Source: an optimization exercise on an open RTL-to-GDS flow (aim: small area). Production flows keep margins and buffers that such runs may drop. In this exercise RTL edits were held to simulation tests only and were not proved equivalent to the original. No driver is modelled on the clock port, so clocking that relies on it looks cheaper here than on a real chip. Power is estimated from default activity; no workload was simulated.

## axi_gpio_top
module axi_gpio_top(  
  input ACLK,
  input ARESETn,
  input        AWVALID,
  output       AWREADY,
  input [31:0] AWADDR,
  input [2 :0] AWPROT,
  input        WVALID,
  output       WREADY,
  input [31:0] WDATA,
  input [3 :0] WSTRB,  
  output       BVALID,
  input        BREADY,
  output[1 :0] BRESP,
  input        ARVALID,
  output       ARREADY,
  input [31:0] ARADDR,
  input [2 :0] ARPROT,
  output       RVALID,
  input        RREADY,
  output[31:0] RDATA,
  output[1 :0] RRESP,
  output [7:0] led,      
  input  [7:0] switch,   
  input  [4:0] button,    
  output interrupt
);
export LEC_CHECK = 0
export ABC_AREA = 1
export CAP_MARGIN = 10
export CORE_MARGIN = 2
export CORE_UTILIZATION = 40
export SLEW_MARGIN = 10
create_clock -name core_clock -period 10.0 [get_ports {ACLK}]
standard.sh (not shown) runs the stock make flow with config.mk's settings and CLKGATE_MAP_FILE= SYNTH_SCRIPT=/design/flow/synth_recipe.tcl, a recipe that flattens the netlist after the stock synthesis.
==> flow/flow/run.sh <==
#!/bin/bash
# Own layout flow: the standard flow (standard.sh), with these changes:
#  - synthesis maps the logic with an area-oriented ABC script (abc_area.script
#    here) instead of ORFS's; everything else in the synthesis is unchanged,
#    so the registers are the standard synthesis's;
#  - no half/full adder extraction before mapping;
#  - port buffering uses sky130_fd_sc_hd__buf_1 cells;
#  - CTS without dummy loads;
#  - after CTS, cells off the critical paths are sized down (post_cts.tcl).
# Each tool's full output stays in orfs/logs/; make's output goes to make.log.
set -euo pipefail
W=$(pwd)
cat > "$W/own_synth.tcl" <<EOT
proc abc {args} {
  set i [lsearch -exact \$args -script]
  if {\$i >= 0} { lset args [expr {\$i + 1}] {$W/flow/abc_area.script} }
  yosys abc {*}\$args
}
# ORFS's half/full adder extraction only hurts the area here
proc extract_fa {args} {}
source {$W/synth_recipe.tcl}
EOT
EXTRA="'BUFFER_PORTS_ARGS=-buffer_cell sky130_fd_sc_hd__buf_1'"
EXTRA+=" 'CTS_ARGS=-sink_clustering_enable -repair_clock_nets -buf_list sky130_fd_sc_hd__clkbuf_8 -sink_clustering_size 18 -sink_clustering_max_diameter 70 -dont_use_dummy_load'"
EXTRA+=" 'POST_CTS_TCL=$W/flow/post_cts.tcl'"
sed -e "s#SYNTH_SCRIPT=[^ ']*#SYNTH_SCRIPT=$W/own_synth.tcl#" \
    -e "s#CLKGATE_MAP_FILE= #CLKGATE_MAP_FILE= $EXTRA #" \
    standard.sh > own_standard.sh
grep -q own_synth.tcl own_standard.sh
grep -q POST_CTS_TCL own_standard.sh
bash own_standard.sh > make.log 2>&1
==> flow/flow/abc_area.script <==
strash
dch
amap
strash
&get -n
&dch
&nf -a -R 1000
&put
==> flow/flow/post_cts.tcl <==
# size down cells on paths with slack to spare, then re-legalise
log_cmd repair_timing -recover_power 100 -setup_margin 0 -hold_margin 0 -verbose
detailed_placement
check_placement -verbose
==> next run, changes <==
--- a/flow/design.v
+++ b/flow/design.v
@@ -15,58 +15,60 @@
     end else begin
       reg_a_s <= data_in;
       reg_b_s <= reg_a_s;
     end
   end
   assign data_out = reg_b_s;
 endmodule  
 `timescale 1ns/1ps
 module debouncer(
   input        clk,
-  input        up,        
+  input        res_n,
   input        dis,       
   input  [4:0] tgt,       
   input        tgt_ok,    
   input        data_in,   
   output       data_out   
 );
   reg [12:0] lo;
   reg [4:0]  hi;
   reg        fil;
-  wire fil_v = fil & up;                            
-  wire d     = data_in ^ fil_v;
+  wire d     = data_in ^ fil;
+  wire hold  = dis;
   wire adv   = ~dis & d;                            
-  wire hold  = dis & up;
-  wire step  = adv & up;
   wire lz    = ~|lo[11:0];
   wire wrap  = lo[12] & lz;                         
   wire lfb   = lo[12] ^ lo[3] ^ lo[2] ^ lo[0] ^ lz;
   wire hz    = ~|hi[3:0];
   wire hfb   = hi[4] ^ hi[2] ^ hz;
-  wire hadv  = step & wrap;
-  wire hhold = hold | (step & ~wrap);
+  wire hadv  = adv & wrap;
+  wire hhold = hold | (adv & ~wrap);
   wire match = tgt_ok & (hi == tgt);
-  wire [12:0] lo_n = ({13{hold}} & lo) | ({12'h000, adv} & {12'h000, lfb | ~up})
-                   | ({13{step}} & {lo[11:0], 1'b0});
+  wire [12:0] lo_n = ({13{hold}} & lo) | ({13{adv}} & {lo[11:0], lfb});
   wire [4:0]  hi_n = ({5{hhold}} & hi) | ({5{hadv}} & {hi[3:0], hfb});
-  always @(posedge clk) begin
-    lo  <= lo_n;
-    hi  <= hi_n;
-    fil <= up & (fil ^ (adv & match));
+  always @(posedge clk or negedge res_n) begin
+    if (~res_n) begin
+      lo  <= 13'h0;
+      hi  <= 5'h0;
+      fil <= 1'b0;
+    end else begin
+      lo  <= lo_n;
+      hi  <= hi_n;
+      fil <= fil ^ (adv & match);
+    end
   end
-  assign data_out = dis ? data_in : fil_v;
+  assign data_out = dis ? data_in : fil;
 endmodule  
 `timescale 1ns/1ps
 module int_ctrl(
   input        clk,
   input        res_n,
-  input        up,              
   input  [7:0] switch,          
   input  [4:0] button,          
   output [7:0] int_switch_sts,  
   input  [7:0] int_switch_ena,  
   input  [7:0] int_switch_clr,  
   output [4:0] int_button_sts,  
   input  [4:0] int_button_ena,  
   input  [4:0] int_button_clr,  
   input  [4:0] button_posedge,  
   input  [4:0] button_negedge,  
@@ -77,28 +79,29 @@
   reg [4:0] bt_sts;
   reg       irq;
   reg [7:0] sw_prev;
   reg [4:0] bt_prev;
   wire [7:0] sw_chg = switch ^ sw_prev;
   wire [4:0] bt_chg = button ^ bt_prev;
   wire [4:0] bt_hit = bt_chg & ((button & button_posedge) | (~button & button_negedge));
   wire [7:0] sw_nxt = int_switch_ena & ({8{invoke_int}} | sw_chg | (sw_sts & ~int_switch_clr));
   wire [4:0] bt_nxt = int_button_ena & ({5{invoke_int}} | bt_hit | (bt_sts & (bt_chg | ~int_button_clr)));
   always @(posedge clk or negedge res_n) begin
-    if (~res_n)
-      irq <= 1'b0;
-    else
-      irq <= up & |{sw_sts, bt_sts};
-  end
-  always @(posedge clk) begin
-    sw_sts <= sw_nxt;
-    bt_sts <= bt_nxt;
+    if (~res_n) begin
+      sw_sts <= 8'h00;
+      bt_sts <= 5'h00;
+      irq    <= 1'b0;
+    end else begin
+      sw_sts <= sw_nxt;
+      bt_sts <= bt_nxt;
+      irq    <= |{sw_sts, bt_sts};
+    end
   end
   always @(posedge clk) begin
     sw_prev <= switch;
     bt_prev <= button;
   end
   assign interrupt      = irq;
   assign int_switch_sts = sw_sts;
   assign int_button_sts = bt_sts;
 endmodule  
 `timescale 1ns/1ps
@@ -335,70 +338,65 @@
       5'd25: deb_tgt = 5'd26;
       5'd26: deb_tgt = 5'd21;
       5'd27: deb_tgt = 5'd10;
       5'd28: deb_tgt = 5'd20;
       5'd29: deb_tgt = 5'd8;
       5'd30: deb_tgt = 5'd16;
       default: deb_tgt = 5'd0;
     endcase
   end
   wire       deb_tgt_ok = ~&deb_time;
-  reg up_s;
-  always @(posedge ACLK or negedge ARESETn)
-    if (~ARESETn) up_s <= 1'b0;
-    else          up_s <= 1'b1;
   synchro#(8) 
   synchro_switch(  
     .clk     (ACLK),
     .resetn  (ARESETn),
     .data_in (switch),
     .data_out(switch_synch)
   );
   synchro#(5) 
   synchro_button(  
     .clk     (ACLK),
     .resetn  (ARESETn),
     .data_in (button),
     .data_out(button_synch)
   ); 
  genvar i;
  generate
     for (i=0; i<=7; i=i+1) begin : switch_debouncers 
     debouncer i_debouncer(  
      .clk(ACLK), 
-     .up(up_s),
+     .res_n(ARESETn),
      .dis(deb_switch_dis[i]),
      .tgt(deb_tgt),
      .tgt_ok(deb_tgt_ok),
      .data_in(switch_synch[i]), 
      .data_out(switch_deb[i])      
  );
  end 
  endgenerate
  genvar j;
  generate
     for (j=0; j<=4; j=j+1) begin : buttton_debouncers
     debouncer j_debouncer(  
      .clk(ACLK), 
-     .up(up_s),
+     .res_n(ARESETn),
      .dis(deb_button_dis[j]),
      .tgt(deb_tgt),
      .tgt_ok(deb_tgt_ok),
      .data_in(button_synch[j]), 
      .data_out(button_deb[j])      
  );
  end 
  endgenerate
  int_ctrl i_int_ctrl(  
    .clk(ACLK),
    .res_n(ARESETn),
-   .up(up_s),
    .switch(switch_deb),          
    .button(button_deb),          
    .int_switch_sts(int_switch_sts),
    .int_switch_ena(int_switch_ena), 
    .int_switch_clr(int_switch_clr),
    .int_button_sts(int_button_sts),
    .int_button_ena(int_button_ena),
    .int_button_clr(int_button_clr),
    .button_posedge(button_posedge),
    .button_negedge(button_negedge), 
=> Worst hold slack stays flat; via count falls by 0.76%; wire length rises by 1.9%; count of clock-buffer cells in the layout falls by 2; sequential power rises by 16%; total power rises by 21%; utilization falls by 0.13 points; die area rises by 5.2%.

## afterwards: timing with drivers on the ports
The flow's constraints put no driver on any port. The routed layouts listed below were extracted and timed again, unchanged, in two steps.
Step 1: set_driving_cell puts a clkbuf_16 on ACLK and a buf_2 on each other input, an assumption about the parent block.
Step 2 moves the port delays by t, midway between the first and last clock arrival at a register: inputs arrive t later, outputs are due t later. That takes back most of the time a late clock gives input paths.
Slacks: ideal / step 1 / step 2; pairs: ideal / step 1.
| run | t, ns | slack for setup (ns) | worst data-port slew with drivers (ns) |
|---|---|---|---|
| the first run | 0.647 | 5.929 / 5.935 / 5.288 | 0.08 |
| the second run | 0.649 | 6.017 / 5.997 / 5.348 | 0.09 |
After both steps every run listed still meets setup and hold. The setup slack of the second run, which loses most, moves by -0.020 ns with the drivers and by -0.669 ns with both steps.
